From an optimization exercise on the open Yosys and OpenROAD flow, aimed at small area and a short achievable clock period; shortcuts taken in it are not production practice. Function was checked by simulation only, so behaviour that the tests miss may differ from the original. No activity file was given, so power comes from the tool's default toggle rates.

## fp_adder_16_bit
module fp_adder_16_bit (
    input clock,
    input reset,
    input in_valid,
    input [15:0] operand_a,
    input [15:0] operand_b,
    input final_operation,
    output reg out_valid,
    output reg [15:0] result,
    output reg overflow_flag,
    output reg underflow_flag,
    output reg zero_flag,
    output reg infinity_flag,
    output reg NaN_flag
);
    localparam S1 = 1;    
    localparam S2 = 1;    
    localparam S3 = 1;    
    localparam S4 = 1;    
    localparam S5 = 1;    
    wire        sa = operand_a[15], sb = operand_b[15];
    wire [4:0]  ea = operand_a[14:10], eb = operand_b[14:10];
    wire [9:0]  fa = operand_a[9:0],  fb = operand_b[9:0];
    wire        ha = |fa, hb = |fb;
    wire ea_max = &ea, eb_max = &eb;
    wire inf_c  = (ea_max & ~ha) | (eb_max & ~hb);
    wire nan_c  = (ea_max & ha) | (eb_max & hb);
    wire [5:0]  ediff = {1'b0, ea} - {1'b0, eb};      
    wire        e_lt  = ediff[5];
    wire        e_eq  = (ea == eb);
    wire        f_lt  = (fa < fb);
    wire [4:0]  bexp  = e_lt ? eb : ea;
    wire        flush = e_lt | (ediff[4:0] > 5'd11);
    wire [3:0]  sh    = ediff[3:0];
    wire [9:0]  fa_1, fb_1;
  ...
Size in the first run: about 690 cells after synthesis, roughly 180 flip-flops, roughly 58 I/O pins, ~7300 um2 of cells after synthesis.
clock: 3.5 ns
lec_check: 0
cap_margin: 20
core_margin: 2
core_utilization: 40
cts_buf_list: sky130_fd_sc_hd__clkbuf_8
cts_cluster_size: 40
setup_slack_margin: 1.5
slew_margin: 20
tns_end_percent: 0
run.sh (not shown) runs the stock make flow with config.mk's settings and CLKGATE_MAP_FILE= SYNTH_SCRIPT=/design/flow/synth_recipe.tcl, a recipe that flattens the netlist after the stock synthesis.
==> next run, changes <==
ABC_AREA = 1   (was not set)
SETUP_SLACK_MARGIN = 1.6   (was 1.5)
TNS_END_PERCENT = not set   (was 0)
Effect: The changed run passed the timing, DRC and antenna checks. Die area hardly moves. Synthesized cell count increases by 25%. Clock-buffer cell count decreases by 1. Setup slack gets better by 230 ps. Core utilization decreases by 0.20 points. Non-clock buffer count increases by 5. Wire length increases by 3.2%.
==> next run, changes <==
ABC_AREA = not set   (was 1)
CTS_CLUSTER_DIAMETER = 150   (was not set)
SETUP_SLACK_MARGIN = 1.5   (was 1.6)
Outcome:
- The changed run produced a clean layout
- sequential cell count is unchanged
- cell count fell by 15%
- via count fell by 8.8%
- sequential power rose by about 3%
- total power rose by 1.6%
- critical path depth fell by 1
==> next run, changes <==
CTS_CLUSTER_DIAMETER = not set   (was 150)
SETUP_SLACK_MARGIN = 1.6   (was 1.5)
Register-to-register slack improves by 30 ps.
Sequential power is about the same.
Global-route usage came out higher by 0.38 points.
Combinational power grows by about 6%.
Wire length grows by about 0.35%.
Synthesized area is unchanged.
Total power drops by about 0.9%.
==> next run, changes <==
CORE_UTILIZATION = 50   (was 40)
SETUP_SLACK_MARGIN = 1.5   (was 1.6)
The new run completed without violations.
Worst hold slack gets better by 4.9 ps.
Setup slack loses 54 ps.
Via count climbs slightly.
Die area shrinks by about a fifth.
Area after synthesis does not change.
Routed wire length went up by a few percent.
Critical path depth is higher by 1.
Total power came out lower slightly.
Sequential power barely changes.
First-iteration DRC count is lower slightly.
==> next run, changes <==
CORE_UTILIZATION = 40   (was 50)
SETUP_SLACK_MARGIN = 1.8   (was 1.5)
After rerunning: The new run completed with no timing, DRC or antenna violations. Die area increases by a quarter to a third. Via count rises by a few percent. Sequential share of layout area drops by 3.7 points. Wire length rose by a little under a tenth. Cell count is higher by roughly a tenth. Hold slack is worse by 10 ps.

---

## v15
The RTL this note starts from:
==> flow/design.v <==
module pipe_stage #(parameter W = 1, parameter EN = 1) (
    input clock,
    input [W-1:0] d,
    output [W-1:0] q
);
    generate if (EN) begin : g_reg
        reg [W-1:0] r;
        always @(posedge clock) r <= d;
        assign q = r;
    end else begin : g_wire
        assign q = d;
    end endgenerate
endmodule
module valid_stage #(parameter EN = 1) (
    input clock,
    input reset,
    input d,
    output q
);
    generate if (EN) begin : g_reg
        reg r;
        always @(posedge clock or posedge reset)
            if (reset) r <= 1'b0;
            else       r <= d;
        assign q = r;
    end else begin : g_wire
        assign q = d;
    end endgenerate
endmodule
module fp_adder_16_bit (
    input clock,
    input reset,
    input in_valid,
    input [15:0] operand_a,
    input [15:0] operand_b,
    input final_operation,
    output reg out_valid,
    output reg [15:0] result,
    output reg overflow_flag,
    output reg underflow_flag,
    output reg zero_flag,
    output reg infinity_flag,
    output reg NaN_flag
);
    localparam S1 = 1;    
    localparam S2 = 1;    
    localparam S3 = 1;    
    localparam S4 = 1;    
    localparam S5 = 1;    
    wire        sa = operand_a[15], sb = operand_b[15];
    wire [4:0]  ea = operand_a[14:10], eb = operand_b[14:10];
    wire [9:0]  fa = operand_a[9:0],  fb = operand_b[9:0];
    wire        ha = |fa, hb = |fb;
    wire ea_max = &ea, eb_max = &eb;
    wire inf_c  = (ea_max & ~ha) | (eb_max & ~hb);
    wire nan_c  = (ea_max & ha) | (eb_max & hb);
    wire [5:0]  ediff = {1'b0, ea} - {1'b0, eb};      
    wire        e_lt  = ediff[5];
    wire        e_eq  = (ea == eb);
    wire        f_lt  = (fa < fb);
    wire [4:0]  bexp  = e_lt ? eb : ea;
    wire        flush = e_lt | (ediff[4:0] > 5'd11);
    wire [3:0]  sh    = ediff[3:0];
    wire [9:0]  fa_1, fb_1;
    wire        ha_1, hb_1, sa_1, sb_1, e_lt_1, e_eq_1, f_lt_1;
    wire [4:0]  bexp_1;
    wire [3:0]  sh_1;
    wire        flush_1, fop_1, inf_1, nan_1, v_1;
    pipe_stage #(.W(40), .EN(S1)) r1 (clock,
        {fa, fb, ha, hb, sa, sb, e_lt, e_eq, f_lt, bexp, sh, flush, final_operation, inf_c, nan_c},
        {fa_1, fb_1, ha_1, hb_1, sa_1, sb_1, e_lt_1, e_eq_1, f_lt_1, bexp_1, sh_1, flush_1, fop_1, inf_1, nan_1});
    valid_stage #(.EN(S1)) rv1 (clock, reset, in_valid, v_1);
    wire [10:0] ma_1  = {ha_1, fa_1}, mb_1 = {hb_1, fb_1};
    wire        op_1   = fop_1 ^ sa_1 ^ sb_1;
    wire        zero_1 = ~ha_1 & ~hb_1;
    wire        bsel  = e_eq_1 ? f_lt_1 : e_lt_1;
    wire        sign_1 = bsel ? sb_1 : sa_1;
    wire [10:0] big_1 = bsel ? mb_1 : ma_1;
    wire [13:0] lx    = {mb_1, 3'b000};
    wire [13:0] shx   = lx >> sh_1;
    wire [13:0] smask = ~(14'h3fff << (sh_1 + 4'd2));    
    wire        stk   = |(lx & smask);
    wire        fstk  = e_lt_1 ? ha_1 : hb_1;
    wire [13:0] al    = flush_1 ? {13'd0, fstk} :
                        (e_eq_1 & f_lt_1) ? {ma_1, 3'b000} : {shx[13:1], stk};
    wire [13:0] zmask = ~(14'h3fff << (sh_1 + 4'd3));    
    wire        z3    = flush_1 ? ~fstk : (e_eq_1 & f_lt_1) ? 1'b1 : ~|(lx & zmask);
    wire        c3    = op_1 & z3;
    wire [13:0] ax    = al ^ {14{op_1}};
    wire        keep  = ~op_1 & ~fop_1;              
    wire [10:0] big_2, axh_2;
    wire [2:0]  al_lo_2;
    wire [4:0]  bexp_2;
    wire        c3_2, op_2, keep_2, sign_2, zero_2, inf_2, nan_2, v_2;
    pipe_stage #(.W(37), .EN(S2)) r2 (clock,
        {big_1, ax[13:3], al[2:0], c3, op_1, keep, bexp_1, sign_1, zero_1, inf_1, nan_1},
        {big_2, axh_2, al_lo_2, c3_2, op_2, keep_2, bexp_2, sign_2, zero_2, inf_2, nan_2});
    valid_stage #(.EN(S2)) rv2 (clock, reset, v_1, v_2);
    wire [11:0] g0 = {big_2 & axh_2, c3_2};
    wire [11:0] p0 = {big_2 ^ axh_2, 1'b0};
    wire [11:0] g1, p1, g2, p2, g3, p3, g4;
    genvar j;
    generate for (j = 0; j < 12; j = j + 1) begin : g_ks
        if (j >= 1) begin : l1
            assign g1[j] = g0[j] | (p0[j] & g0[j-1]);
            assign p1[j] = p0[j] & p0[j-1];
        end else begin : n1
            assign g1[j] = g0[j];
            assign p1[j] = p0[j];
        end
        if (j >= 2) begin : l2
            assign g2[j] = g1[j] | (p1[j] & g1[j-2]);
            assign p2[j] = p1[j] & p1[j-2];
        end else begin : n2
            assign g2[j] = g1[j];
            assign p2[j] = p1[j];
        end
        if (j >= 4) begin : l3
            assign g3[j] = g2[j] | (p2[j] & g2[j-4]);
            assign p3[j] = p2[j] & p2[j-4];
        end else begin : n3
            assign g3[j] = g2[j];
            assign p3[j] = p2[j];
        end
        if (j >= 8) begin : l4
            assign g4[j] = g3[j] | (p3[j] & g3[j-8]);
        end else begin : n4
            assign g4[j] = g3[j];
        end
    end endgenerate
    wire [11:0] hi   = {g4[11], p0[11:1] ^ g4[10:0]};
    wire [2:0]  r_lo = op_2 ? (3'd0 - al_lo_2) : al_lo_2;
    wire        as_  = hi[11] & keep_2;
    wire [13:0] R    = {hi[10:0], r_lo};
    wire [13:0] R_3;
    wire [4:0]  bexp_3;
    wire        as_3, sign_3, zero_3, inf_3, nan_3, v_3;
    pipe_stage #(.W(24), .EN(S3)) r3 (clock,
        {R, as_, bexp_2, sign_2, zero_2, inf_2, nan_2},
        {R_3, as_3, bexp_3, sign_3, zero_3, inf_3, nan_3});
    valid_stage #(.EN(S3)) rv3 (clock, reset, v_2, v_3);
    wire [14:0] T = {as_3, R_3};
    reg  [3:0]  s;
    integer i;
    always @(*) begin
        s = 4'd1;
        for (i = 0; i < 14; i = i + 1)
            if (R_3[i]) s = 4'd14 - i;
        if (as_3) s = 4'd0;
    end
    wire [14:0] tsh = T << {s[3:2], 2'b00};          
    wire [13:0] tsh_4;
    wire [3:0]  s_4;
    wire [4:0]  bexp_4;
    wire        sign_4, zero_4, inf_4, nan_4, v_4;
    pipe_stage #(.W(27), .EN(S4)) r4 (clock,
        {tsh[13:0], s, bexp_3, sign_3, zero_3, inf_3, nan_3},
        {tsh_4, s_4, bexp_4, sign_4, zero_4, inf_4, nan_4});
    valid_stage #(.EN(S4)) rv4 (clock, reset, v_3, v_4);
    wire [13:0] fsh = tsh_4 << s_4[1:0];
    wire [12:0] nm_4 = fsh[13:1];
    wire [4:0]  ne  = bexp_4 + 5'd1 - {1'b0, s_4};
    wire [9:0]  M   = nm_4[12:3];
    wire        inc = nm_4[2] & (nm_4[1] | nm_4[0] | nm_4[3]);
    wire [9:0]  pre;
    genvar k;
    generate for (k = 0; k < 10; k = k + 1) begin : g_pre
        if (k == 0) begin : g0
            assign pre[k] = 1'b1;
        end else begin : gk
            assign pre[k] = &M[k-1:0];
        end
    end endgenerate
    wire [9:0]  mr  = M ^ (pre & {10{inc}});
    wire        m_all1 = &M;
    wire        m_zero = ~|M;
    wire        m_1ff  = (M == 10'h1ff);
    wire        m_200  = (M == 10'h200);
    wire        wr  = inc ? m_1ff : m_200;           
    wire        mrz = inc ? m_all1 : m_zero;         
    wire [9:0]  mr_5;
    wire [4:0]  ne0;
    wire        wr_5, mrz_5, sign_5, zero_5, inf_5, nan_5, v_5;
    pipe_stage #(.W(21), .EN(S5)) r5 (clock,
        {mr, wr, mrz, ne, sign_4, zero_4, inf_4, nan_4},
        {mr_5, wr_5, mrz_5, ne0, sign_5, zero_5, inf_5, nan_5});
    valid_stage #(.EN(S5)) rv5 (clock, reset, v_4, v_5);
    wire [4:0]  ne1 = ne0 + 5'd1;
    wire        ovf = wr_5 ? (ne0 == 5'd30) : (ne0 == 5'd31);
    wire        unf = (ne0 == 5'd0) & mrz_5;
    wire [4:0]  ex  = wr_5 ? ne1 : ne0;
    wire [9:0]  mo  = ovf ? 10'd0 : wr_5 ? 10'd1 : mr_5;
    wire [4:0]  xo  = (inf_5 | nan_5) ? 5'h1f : ex;
    wire [9:0]  fo  = inf_5 ? 10'd0 : nan_5 ? 10'h3ff : mo;
    always @(posedge clock) begin
        result         <= {sign_5, xo, fo};
        overflow_flag  <= ovf;
        underflow_flag <= unf;
        zero_flag      <= zero_5;
        infinity_flag  <= inf_5;
        NaN_flag       <= nan_5;
    end
    always @(posedge clock or posedge reset)
        if (reset) out_valid <= 1'b0;
        else       out_valid <= v_5;
endmodule
==> flow/config.mk <==
export PLATFORM = sky130hd
export DESIGN_NAME = fp_adder_16_bit
export DESIGN_NICKNAME = fp_adder_16_bit
export VERILOG_FILES = /design/flow/design.v
export SDC_FILE = /design/flow/constraint.sdc
export NUM_CORES = 4
export LEC_CHECK = 0
export CAP_MARGIN = 20
export CORE_MARGIN = 2
export CORE_UTILIZATION = 40
export CTS_BUF_LIST = sky130_fd_sc_hd__clkbuf_8
export CTS_CLUSTER_SIZE = 40
export SETUP_SLACK_MARGIN = 1.5
export SLEW_MARGIN = 20
==> flow/constraint.sdc <==
create_clock -name core_clock -period 3.5 [get_ports {clock}]
set_input_delay 0.7000 -clock core_clock [delete_from_list [all_inputs] [get_ports {clock}]]
set_output_delay 0.7000 -clock core_clock [all_outputs]
set_load 0.01 [all_outputs]
v15: full flow OK, the timing, DRC and antenna checks passed
Inputs modified between v15 and v59:
Settings: ABC_AREA now 1, previously not set; SETUP_SLACK_MARGIN now 1.8, was 1.5.
==> run summary <==
- v59 vs. v15: utilization went up by 1.2 points.
- v59 vs v15, last element of the critical path: r1.g_reg.r[13] vs r5.g_reg.r[9]
- Non-clock buffer count, v15 and v59, higher one = v59.
- From v15 to v59 the numbers moved as follows: starting utilization of the core area ~0 delta; post-layout total power now larger; worst clock skew neither gained nor lost much.
- Critical path depth: v59 > v15
- In terms of register area, v59 and v15 differ only marginally.
- Between v15 and v59, the difference in synthesized cell area is negligible.
- | post-cts sizing count | v59 vs v15 | 105 higher |
- Comparing v15 with v59, the latest clock arrival within the worst-skew pair came out essentially unchanged.
- The chip width was comparable across v15 and v59.
Modified inputs, v2 compared to v59
Settings: SETUP_SLACK_MARGIN: 1.8 -> 1.5; TNS_END_PERCENT: unset -> 20; ABC_AREA: 1 -> unset.
## What came out
Diff v59 and v2: met2 layer wire length in the routed design lower in v2
| clock group share of total power | v2 vs v59 | 1.2 points higher |
In the tables for v59 and v2, via count of the first global-routing pass reads lower with v2.
Biggest cell delay along the critical path is lower on v59
Power share of the combinational group for v2: 4.6 points down relative to v59
Compared v2 vs v59, and area added between synthesis and finish is down in v2.

-- what the ideal ports hide --
In the flow no input, the clock included, has a driving cell. The finished layouts below were timed again as built, in two steps. Step 1 assumes that a clkbuf_16 drives the clock port and a buf_2 every other input. Step 2 moves the port delays by t, midway between the first and last clock arrival at a register: inputs arrive t later, outputs are due t later. That takes back most of the time a late clock gives input paths. Three values: ideal, step 1, step 2; two values: the first two.
run | t, ns | setup slack, ns | worst hold slack (ns)
the first run of note 1 | 0.483 | 1.414 / 1.427 / 0.944 | 0.328 / 0.328 / 0.328
the second run of note 1 | 0.488 | 1.645 / 1.649 / 1.161 | 0.321 / 0.321 / 0.321
the third run of note 1 | 0.484 | 1.553 / 1.553 / 1.076 | 0.328 / 0.328 / 0.328
the fourth run of note 1 | 0.486 | 1.580 / 1.580 / 1.134 | 0.326 / 0.326 / 0.326
the fifth run of note 1 | 0.475 | 1.526 / 1.526 / 1.079 | 0.331 / 0.331 / 0.331
the sixth run of note 1 | 0.479 | 1.646 / 1.646 / 1.319 | 0.321 / 0.321 / 0.321
v15 | 0.484 | 1.553 / 1.553 / 1.076 | 0.328 / 0.328 / 0.328
v59 | 0.489 | 1.756 / 1.774 / 1.285 | 0.330 / 0.330 / 0.330
v2 | 0.484 | 1.467 / 1.430 / 1.015 | 0.328 / 0.328 / 0.328
After both steps setup and hold are still met in every run listed. For the second run of note 1, which loses most, drivers alone change the setup slack by +0.004 ns; drivers and shift together by -0.484 ns.
